From an optimization exercise on the open Yosys and OpenROAD flow, aimed at small area; shortcuts taken in it are not production practice.
Only simulation tests tie the RTL to the original design; equivalence was not proved.
Power is estimated from default activity; no workload was simulated.

==> job 9242: inputs <==
## Arr4x4
module Arr4x4(Err_mac, Err_mult,
             w1_in, w2_in, w3_in, w4_in,
             a1_in, a2_in, a3_in, a4_in,
             w1_out, w2_out, w3_out, w4_out,
             a1_out, a2_out, a3_out, a4_out,
             c1_out, c2_out, c3_out, c4_out,
             clk, rst_n, hold);
input [7:0] w1_in, w2_in, w3_in, w4_in;
input [7:0] a1_in, a2_in, a3_in, a4_in;
input clk, rst_n, hold;
input [15:0] Err_mac, Err_mult;
output [7:0] w1_out, w2_out, w3_out, w4_out;
output [7:0] a1_out, a2_out, a3_out, a4_out;
output [23:0] c1_out, c2_out, c3_out, c4_out;
wire [7:0] w11, a11;
wire [15:0] c11;
wire [0:0] k11;
wire [7:0] w12, a12;
wire [16:0] c12;
wire [0:0] k12;
wire [7:0] w13, a13;
wire [16:0] c13;
wire [0:0] k13;
wire [7:0] w14, a14;
wire [17:0] c14;
wire [0:0] k14;
wire [7:0] w21, a21;
wire [15:0] c21;
wire [0:0] k21;
wire [7:0] w22, a22;
wire [16:0] c22;
wire [0:0] k22;
wire [7:0] w23, a23;
wire [16:0] c23;
wire [0:0] k23;
wire [7:0] w24, a24;
wire [17:0] c24;
wire [0:0] k24;
wire [7:0] w31, a31;
wire [15:0] c31;
wire [0:0] k31;
wire [7:0] w32, a32;
wire [16:0] c32;
wire [0:0] k32;
wire [7:0] w33, a33;
wire [16:0] c33;
  ...
clock: 7.5 ns
lec_check: 0
abc_area: 1
cap_margin: 5
core_margin: 2
core_utilization: 60
cts_buf_list: sky130_fd_sc_hd__clkbuf_16
cts_cluster_diameter: 100
cts_cluster_size: 20
slew_margin: 5
standard.sh (not shown) runs the stock make flow with config.mk's settings and CLKGATE_MAP_FILE= SYNTH_SCRIPT=/design/flow/synth_recipe.tcl, a recipe that flattens the netlist after the stock synthesis.
==> flow/flow/run.sh <==
#!/bin/bash
# Standard layout, with one netlist step added after synthesis: invpush4.py
# removes inverters around full-adder cells (a full adder is self-dual, and a
# nand2 of two signals is a nor2 of their complements), which
# leaves the logic and every register unchanged. Ports are buffered with buf_1.
set -euo pipefail
W=$(pwd)
R=$W/orfs/results/$FLOW_PLATFORM/Arr4x4/base
bash standard.sh synth > $W/synth.log 2>&1
python3 $W/flow/invpush4.py $R/1_2_yosys.v $R/1_2_yosys_invpush.v > $W/invpush.log 2>&1
cp $R/1_2_yosys.v $W/1_2_yosys_standard.v
mv $R/1_2_yosys_invpush.v $R/1_2_yosys.v
rm -f $R/1_synth.odb $R/1_synth.sdc
bash standard.sh "BUFFER_PORTS_ARGS=-buffer_cell sky130_fd_sc_hd__buf_1" REMOVE_ABC_BUFFERS=1 finish > $W/layout.log 2>&1
Other scripts of this flow, unchanged in this note and not shown: flow/flow/invpush4.py
==> inputs of job 2689, as changes to job 9242 <==
Settings changed: CAP_MARGIN 5 to 20, CTS_CLUSTER_SIZE 20 to 30, SLEW_MARGIN 5 to 20.
==> summary of the runs <==
In sequential power, job 2689 and job 9242 hardly differ. Between job 2689 and job 9242, the lower critical path depth is in job 2689 (gap 1). In combinational power, job 2689 and job 9242 hardly differ. Via count is about the same in job 2689 and job 9242. Global-route usage is about the same in job 2689 and job 9242. In job 9242 the setup slack is better than in job 2689, by 0.0019 ns. Of job 9242 and job 2689, job 2689 has the higher non-clock buffer count (gap 1). Cell count: job 9242 is lower than job 2689 (about 0.2%).
==> figures <==
quantity                                                                               job 2689                 job 9242
Fmax                                                                                  0.146 GHz                0.146 GHz
WP buf/inv                                                                                    1                        2
Power Combinational                                                                     7510 uW                  7490 uW
Number of optimization iterations in the first detailed-route pass                            5                        7
Switch share                                                                              0.423                    0.417
DR WL met2                                                                              54.1 mm                  54.0 mm
FILL cells                                                                                 5581                     5607
NetSw                                                                                   5680 uW                  5550 uW
Count of vias placed by the detailed router                                               26971                    26955
Slowest cell delay on critical path                                                     0.57 ns                  0.58 ns
Maximum net fanout on the critical path                                                       3                        6
Total of clock buffers placed in the layout                                                  29                       31
Clock-pin slew of the registers on the worst-case setup and hold paths                  0.11 ns                  0.08 ns
First-pass GRT wire length                                                               169 mm                   169 mm
Rel. slew slack                                                                           0.336                    0.347
Status                                                                  complete, no violations  complete, no violations
Internal power                                                                          7750 uW                  7750 uW
Share of the final layout cell area in multi-input gates                                  0.610                    0.612

---

==> inputs of tundra <==
Another version of the RTL of Arr4x4 (not shown whole).
==> flow/config.mk <==
export PLATFORM = sky130hd
export DESIGN_NAME = Arr4x4
export DESIGN_NICKNAME = Arr4x4
export VERILOG_FILES = /design/flow/design.v
export SDC_FILE = /design/flow/constraint.sdc
export NUM_CORES = 4
export LEC_CHECK = 0
export ABC_AREA = 1
export CAP_MARGIN = 20
export CORE_MARGIN = 2
export CORE_UTILIZATION = 60
export SLEW_MARGIN = 20
==> flow/constraint.sdc <==
create_clock -name core_clock -period 7.5 [get_ports {clk}]
set_input_delay 1.5000 -clock core_clock [delete_from_list [all_inputs] [get_ports {clk}]]
set_output_delay 1.5000 -clock core_clock [all_outputs]
set_load 0.01 [all_outputs]
==> flow/flow/run.sh <==
#!/bin/bash
# Standard layout, with one netlist step added after synthesis: invpush.py
# removes inverters around full-adder cells (a full adder is self-dual), which
# leaves the logic and every register unchanged. Ports are buffered with buf_1.
set -euo pipefail
W=$(pwd)
R=$W/orfs/results/$FLOW_PLATFORM/Arr4x4/base
bash standard.sh synth > $W/synth.log 2>&1
python3 $W/flow/invpush.py $R/1_2_yosys.v $R/1_2_yosys_invpush.v > $W/invpush.log 2>&1
cp $R/1_2_yosys.v $W/1_2_yosys_standard.v
mv $R/1_2_yosys_invpush.v $R/1_2_yosys.v
rm -f $R/1_synth.odb $R/1_synth.sdc
bash standard.sh "BUFFER_PORTS_ARGS=-buffer_cell sky130_fd_sc_hd__buf_1" finish > $W/layout.log 2>&1
Other scripts of this flow, unchanged in this note and not shown: flow/flow/invpush.py
==> onyx (differences from tundra) <==
--- a/flow/config.mk
+++ b/flow/config.mk
@@ -8,5 +8,5 @@
 export ABC_AREA = 1
 export CAP_MARGIN = 20
 export CORE_MARGIN = 2
-export CORE_UTILIZATION = 60
+export CORE_UTILIZATION = 40
 export SLEW_MARGIN = 20
==> qor summary <==
Met2 usage: tundra 46.5%; onyx 34.6%
Die X: tundra 275 um; onyx 335 um
Tot Pwr: tundra 14.6 mW; onyx 15.1 mW
Final wirelength: tundra 114000 um; onyx 119000 um
Global-route met1 utilization: tundra 48.4%; onyx 32.0%
Global Route Usage Sum: tundra 31.9%; onyx 22.1%
Per-cell via count in the routed design: tundra 5.31; onyx 4.81
Total non-filler cell area in the finished layout: tundra 0.0477 mm^2; onyx 0.0485 mm^2
Endpoint with the worst hold slack: tundra PE21.regA.out[0]$_DFF_PN0_; onyx PE21.regA.out[3]$_DFF_PN0_
Net switching power: tundra 5.95 mW; onyx 6.09 mW
Number of global-route vias before repair: tundra 31.0k; onyx 31.2k
Run status: tundra finished clean; onyx finished clean
Clock network power: tundra 2.91 mW; onyx 3.27 mW
Pwr per Cell Area: tundra 306 mW/mm^2; onyx 311 mW/mm^2
Clock buffers created by TritonCTS: tundra 56; onyx 59

---

==> 02-03 <==
Arr4x4, a different RTL version from the one above (not shown whole).
clock: 7.5 ns
lec_check: 0
abc_area: 1
cap_margin: 5
core_margin: 2
core_utilization: 60
cts_buf_list: sky130_fd_sc_hd__clkbuf_16
cts_cluster_diameter: 100
cts_cluster_size: 25
slew_margin: 5
==> flow/flow/run.sh <==
#!/bin/bash
# Standard layout, with one netlist step added after synthesis: invpush4.py
# removes inverters around full-adder cells (a full adder is self-dual, and a
# nand2 of two signals is a nor2 of their complements), which
# leaves the logic and every register unchanged. Ports are buffered with buf_1.
set -euo pipefail
W=$(pwd)
R=$W/orfs/results/$FLOW_PLATFORM/Arr4x4/base
bash standard.sh synth > $W/synth.log 2>&1
python3 $W/flow/invpush4.py $R/1_2_yosys.v $R/1_2_yosys_invpush.v > $W/invpush.log 2>&1
cp $R/1_2_yosys.v $W/1_2_yosys_standard.v
mv $R/1_2_yosys_invpush.v $R/1_2_yosys.v
rm -f $R/1_synth.odb $R/1_synth.sdc
bash standard.sh "BUFFER_PORTS_ARGS=-buffer_cell sky130_fd_sc_hd__buf_1" REMOVE_ABC_BUFFERS=1 finish > $W/layout.log 2>&1
Other scripts of this flow, unchanged in this note and not shown: flow/flow/invpush4.py
==> 07-10 (differences from 02-03) <==
- GPL_TIMING_DRIVEN: not set -> 0
==> 02-04 (differences from 02-03) <==
- CORE_UTILIZATION: 60 -> 70
- PLACE_DENSITY: not set -> 0.8
==> results_dict.tcl <==
set metrics [dict create \
    start_util 0.606 \
    clk_share 0.0228 \
    multi_input_area_mm2 0.0274 \
    ir_worst_vdd_mv 0.394 \
    wl_met3_um 5740 \
    outcome "timing/DRC/antenna clean" \
]
That was 02-03.
==> results_dict.tcl <==
set metrics [dict create \
    outcome "timing/DRC/antenna clean" \
    start_util 0.706 \
    path_clk_slew_ns 0.09 \
    clk_share 0.0232 \
    multi_input_area_mm2 0.0274 \
    ir_worst_vdd_mv 0.430 \
    wl_met3_um 7000 \
    n_all_inverters 504 \
]
That was 02-04.
==> results_dict.tcl <==
set metrics [dict create \
    wl_met3_um 5310 \
    outcome "timing/DRC/antenna clean" \
    ir_worst_vdd_mv 0.330 \
    die_w_um 270 \
    multi_input_area_mm2 0.0274 \
]
That was 07-10.

---

==> inputs of 09-02 <==
RTL: one of the versions met above, not the one the previous note started from.
==> flow/config.mk <==
export PLATFORM = sky130hd
export DESIGN_NAME = Arr4x4
export DESIGN_NICKNAME = Arr4x4
export VERILOG_FILES = /design/flow/design.v
export SDC_FILE = /design/flow/constraint.sdc
export NUM_CORES = 4
export LEC_CHECK = 0
export ABC_AREA = 1
export CAP_MARGIN = 20
export CORE_MARGIN = 2
export CORE_UTILIZATION = 60
export CTS_BUF_LIST = sky130_fd_sc_hd__clkbuf_16
export CTS_CLUSTER_DIAMETER = 100
export CTS_CLUSTER_SIZE = 20
export SLEW_MARGIN = 20
==> flow/constraint.sdc <==
create_clock -name core_clock -period 7.5 [get_ports {clk}]
set_input_delay 1.5000 -clock core_clock [delete_from_list [all_inputs] [get_ports {clk}]]
set_output_delay 1.5000 -clock core_clock [all_outputs]
set_load 0.01 [all_outputs]
==> flow/flow/run.sh <==
#!/bin/bash
# Standard layout, with one netlist step added after synthesis: invpush2.py
# removes inverters around full-adder cells (a full adder is self-dual), which
# leaves the logic and every register unchanged. Ports are buffered with buf_1.
set -euo pipefail
W=$(pwd)
R=$W/orfs/results/$FLOW_PLATFORM/Arr4x4/base
bash standard.sh synth > $W/synth.log 2>&1
python3 $W/flow/invpush2.py $R/1_2_yosys.v $R/1_2_yosys_invpush.v > $W/invpush.log 2>&1
cp $R/1_2_yosys.v $W/1_2_yosys_standard.v
mv $R/1_2_yosys_invpush.v $R/1_2_yosys.v
rm -f $R/1_synth.odb $R/1_synth.sdc
bash standard.sh "BUFFER_PORTS_ARGS=-buffer_cell sky130_fd_sc_hd__buf_1" REMOVE_ABC_BUFFERS=1 finish > $W/layout.log 2>&1
Other scripts of this flow, unchanged in this note and not shown: flow/flow/invpush2.py
==> inputs of 01-18, as changes to 09-02 <==
--- a/flow/config.mk
+++ b/flow/config.mk
@@ -11,5 +11,5 @@
 export CORE_UTILIZATION = 60
-export CTS_BUF_LIST = sky130_fd_sc_hd__clkbuf_16
-export CTS_CLUSTER_DIAMETER = 100
-export CTS_CLUSTER_SIZE = 20
+export CTS_BUF_LIST = sky130_fd_sc_hd__clkbuf_8
+export CTS_CLUSTER_DIAMETER = 60
+export CTS_CLUSTER_SIZE = 12
 export SLEW_MARGIN = 20
==> comparison table <==
item	01-18	09-02
Run status	finished clean	finished clean
Net switching fraction of the power	0.4167	0.4176
Detail Route met2 WL	53.76 mm	53.91 mm
Pwr dens	292.3 nW/um2	291.6 nW/um2
Relative slew slack	0.4434	0.4284
Via count of the first global-routing pass	29810	29780
Worst-margin pin slew	834.9 ps	857.4 ps
Clock buf/inv share	0.02544	0.02273
Fraction of standard cell area that is sequential	0.2661	0.2668
Power drawn by the combinational cells	7.48 mW	7.51 mW
Filler cell count in the final layout	5884	5844
R2r setup slk	1110 ps	1080 ps
Number of buffers added by the clock tree synthesis step	57	34
Total routed wirelength	104.7 mm	105.1 mm
Proportion of cell area occupied by multi-input gates	0.6033	0.6050
Power drawn by the sequential cells	4.07 mW	4.06 mW
Via count of the routed design	27090	27120

---

==> job 8712: inputs <==
Arr4x4 again, from the RTL that the note above started with.
Design Arr4x4, start of the top module:
module Arr4x4(Err_mac, Err_mult,
             w1_in, w2_in, w3_in, w4_in,
             a1_in, a2_in, a3_in, a4_in,
             w1_out, w2_out, w3_out, w4_out,
             a1_out, a2_out, a3_out, a4_out,
             c1_out, c2_out, c3_out, c4_out,
             clk, rst_n, hold);
export LEC_CHECK = 0
export ABC_AREA = 1
export CAP_MARGIN = 20
export CORE_MARGIN = 2
export CORE_UTILIZATION = 60
export CTS_BUF_LIST = sky130_fd_sc_hd__clkbuf_4
export SLEW_MARGIN = 20
create_clock -name core_clock -period 7.5 [get_ports {clk}]
==> flow/flow/run.sh <==
#!/bin/bash
# Standard layout, with one netlist step added after synthesis: invpush.py
# removes inverters around full-adder cells (a full adder is self-dual), which
# leaves the logic and every register unchanged. Ports are buffered with buf_1.
set -euo pipefail
W=$(pwd)
R=$W/orfs/results/$FLOW_PLATFORM/Arr4x4/base
bash standard.sh synth > $W/synth.log 2>&1
python3 $W/flow/invpush.py $R/1_2_yosys.v $R/1_2_yosys_invpush.v > $W/invpush.log 2>&1
cp $R/1_2_yosys.v $W/1_2_yosys_standard.v
mv $R/1_2_yosys_invpush.v $R/1_2_yosys.v
rm -f $R/1_synth.odb $R/1_synth.sdc
bash standard.sh "BUFFER_PORTS_ARGS=-buffer_cell sky130_fd_sc_hd__buf_1" finish > $W/layout.log 2>&1
Other scripts of this flow, unchanged in this note and not shown: flow/flow/invpush.py
==> job 9596: changes against job 8712 <==
- CAP_MARGIN: 20 -> 10
- CTS_BUF_LIST: sky130_fd_sc_hd__clkbuf_4 -> sky130_fd_sc_hd__clkbuf_8
- SLEW_MARGIN: 20 -> 10
==> results.json <==
{
  "p_leak_nw": 24.1,
  "grt_pass1_vias": 30074,
  "outcome": "timing/DRC/antenna clean",
  "grtUsageTotal_pct": 30.5,
  "min-delay-start": "PE11.regA.out[7]"
}
The numbers above come from job 9596.

==> results.json <==
{
  "outcome": "timing/DRC/antenna clean",
  "grt_pass1_vias": 30555,
  "grtUsageTotal_pct": 30.8,
  "p_leak_nw": 24.1
}
The numbers above come from job 8712.


---

==> run A: inputs <==
Arr4x4, a different RTL version from the one above (not shown whole).
Settings: LEC_CHECK=0, ABC_AREA=1, CAP_MARGIN=5, CORE_MARGIN=2, CORE_UTILIZATION=60, CTS_BUF_LIST=sky130_fd_sc_hd__clkbuf_16, CTS_CLUSTER_DIAMETER=100, CTS_CLUSTER_SIZE=25, PLACE_DENSITY=0.63, SLEW_MARGIN=5; clock period 7.5 ns.
==> flow/flow/run.sh <==
#!/bin/bash
# Standard layout, with one netlist step added after synthesis: invpush9.py
# removes inverters around full-adder cells (a full adder is self-dual, and a
# nand2 of two signals is a nor2 of their complements), which
# leaves the logic and every register unchanged. Ports are buffered with buf_1.
set -euo pipefail
W=$(pwd)
R=$W/orfs/results/$FLOW_PLATFORM/Arr4x4/base
bash standard.sh synth > $W/synth.log 2>&1
python3 $W/flow/invpush9.py $R/1_2_yosys.v $R/1_2_yosys_invpush.v 6 150000 > $W/invpush.log 2>&1
cp $R/1_2_yosys.v $W/1_2_yosys_standard.v
mv $R/1_2_yosys_invpush.v $R/1_2_yosys.v
rm -f $R/1_synth.odb $R/1_synth.sdc
bash standard.sh "BUFFER_PORTS_ARGS=-buffer_cell sky130_fd_sc_hd__buf_1" REMOVE_ABC_BUFFERS=1 finish > $W/layout.log 2>&1
Other scripts of this flow, unchanged in this note and not shown: flow/flow/invpush9.py
==> run B: changes against run A <==
--- a/flow/config.mk
+++ b/flow/config.mk
@@ -8,9 +8,8 @@
 export ABC_AREA = 1
 export CAP_MARGIN = 5
 export CORE_MARGIN = 2
-export CORE_UTILIZATION = 60
+export CORE_UTILIZATION = 55
 export CTS_BUF_LIST = sky130_fd_sc_hd__clkbuf_16
 export CTS_CLUSTER_DIAMETER = 100
 export CTS_CLUSTER_SIZE = 25
-export PLACE_DENSITY = 0.63
 export SLEW_MARGIN = 5
==> run Z: changes against run A <==
--- a/flow/config.mk
+++ b/flow/config.mk
@@ -12,5 +12,5 @@
 export CTS_BUF_LIST = sky130_fd_sc_hd__clkbuf_16
 export CTS_CLUSTER_DIAMETER = 100
 export CTS_CLUSTER_SIZE = 25
-export PLACE_DENSITY = 0.63
+export PLACE_DENSITY = 0.72
 export SLEW_MARGIN = 5
==> summary of the runs <==
- The highest power belongs to run B, the lowest to run Z.
- Via count, lowest first: run Z, run B, run A.
- Setup slack, highest first: run B, run A, run Z.
- Hold slack: run Z > run A > run B.
- Wire length: run Z < run A < run B.
- Maximum frequency: run Z < run A < run B.

## afterwards: timing with drivers on the ports
The flow's constraints put no driver on any port. The routed layouts listed below were extracted and timed again, unchanged, in two steps.
Step 1 assumes that a clkbuf_16 drives the clock port and a buf_2 every other input.
Step 2, shift: input delay + t, output delay - t, t = (earliest + latest rising clock arrival at the registers) / 2. This alone moves slack from input paths to output paths.
Slacks: ideal / step 1 / step 2; pairs: ideal / step 1.
| run | t, ns | setup WS [ns] | worst setup path after step 2 | slew at the worst register clock pin (ns) |
|---|---|---|---|---|
| job 9242 | 0.699 | 0.659 / 0.664 / -0.035 | input to register | 0.09 / 0.09 |
| job 2689 | 0.683 | 0.657 / 0.686 / 0.003 | input to register | 0.11 / 0.11 |
| tundra | 0.696 | 0.526 / 0.561 / -0.135 | input to register | 0.08 / 0.08 |
| onyx | 0.736 | 0.581 / 0.621 / -0.115 | input to register | 0.07 / 0.07 |
| 02-03 | 0.697 | 0.856 / 0.895 / 0.198 | input to register | 0.10 / 0.10 |
| 07-10 | 0.696 | 0.432 / 0.434 / -0.261 | input to register | 0.10 / 0.10 |
| 02-04 | 0.685 | 0.744 / 0.767 / 0.082 | input to register | 0.10 / 0.10 |
| 09-02 | 0.643 | 0.443 / 0.487 / -0.156 | input to register | 0.09 / 0.09 |
| 01-18 | 0.753 | 0.546 / 0.584 / -0.169 | input to register | 0.09 / 0.09 |
| job 8712 | 1.054 | 0.901 / 0.935 / -0.119 | input to register | 0.08 / 0.08 |
| job 9596 | 0.744 | 0.654 / 0.690 / -0.054 | input to register | 0.07 / 0.07 |
| run A | 0.693 | 0.268 / 0.268 / 0.231 | input to register | 0.11 / 0.11 |
| run B | 0.671 | 0.293 / 0.293 / 0.126 | input to register | 0.11 / 0.11 |
| run Z | 0.677 | 0.247 / 0.247 / 0.229 | input to register | 0.10 / 0.10 |
With both steps, setup timing fails in 8 of these runs, where it was met with ideal ports. For job 8712, which loses most, drivers alone change the setup slack by +0.034 ns; drivers and shift together by -1.020 ns.
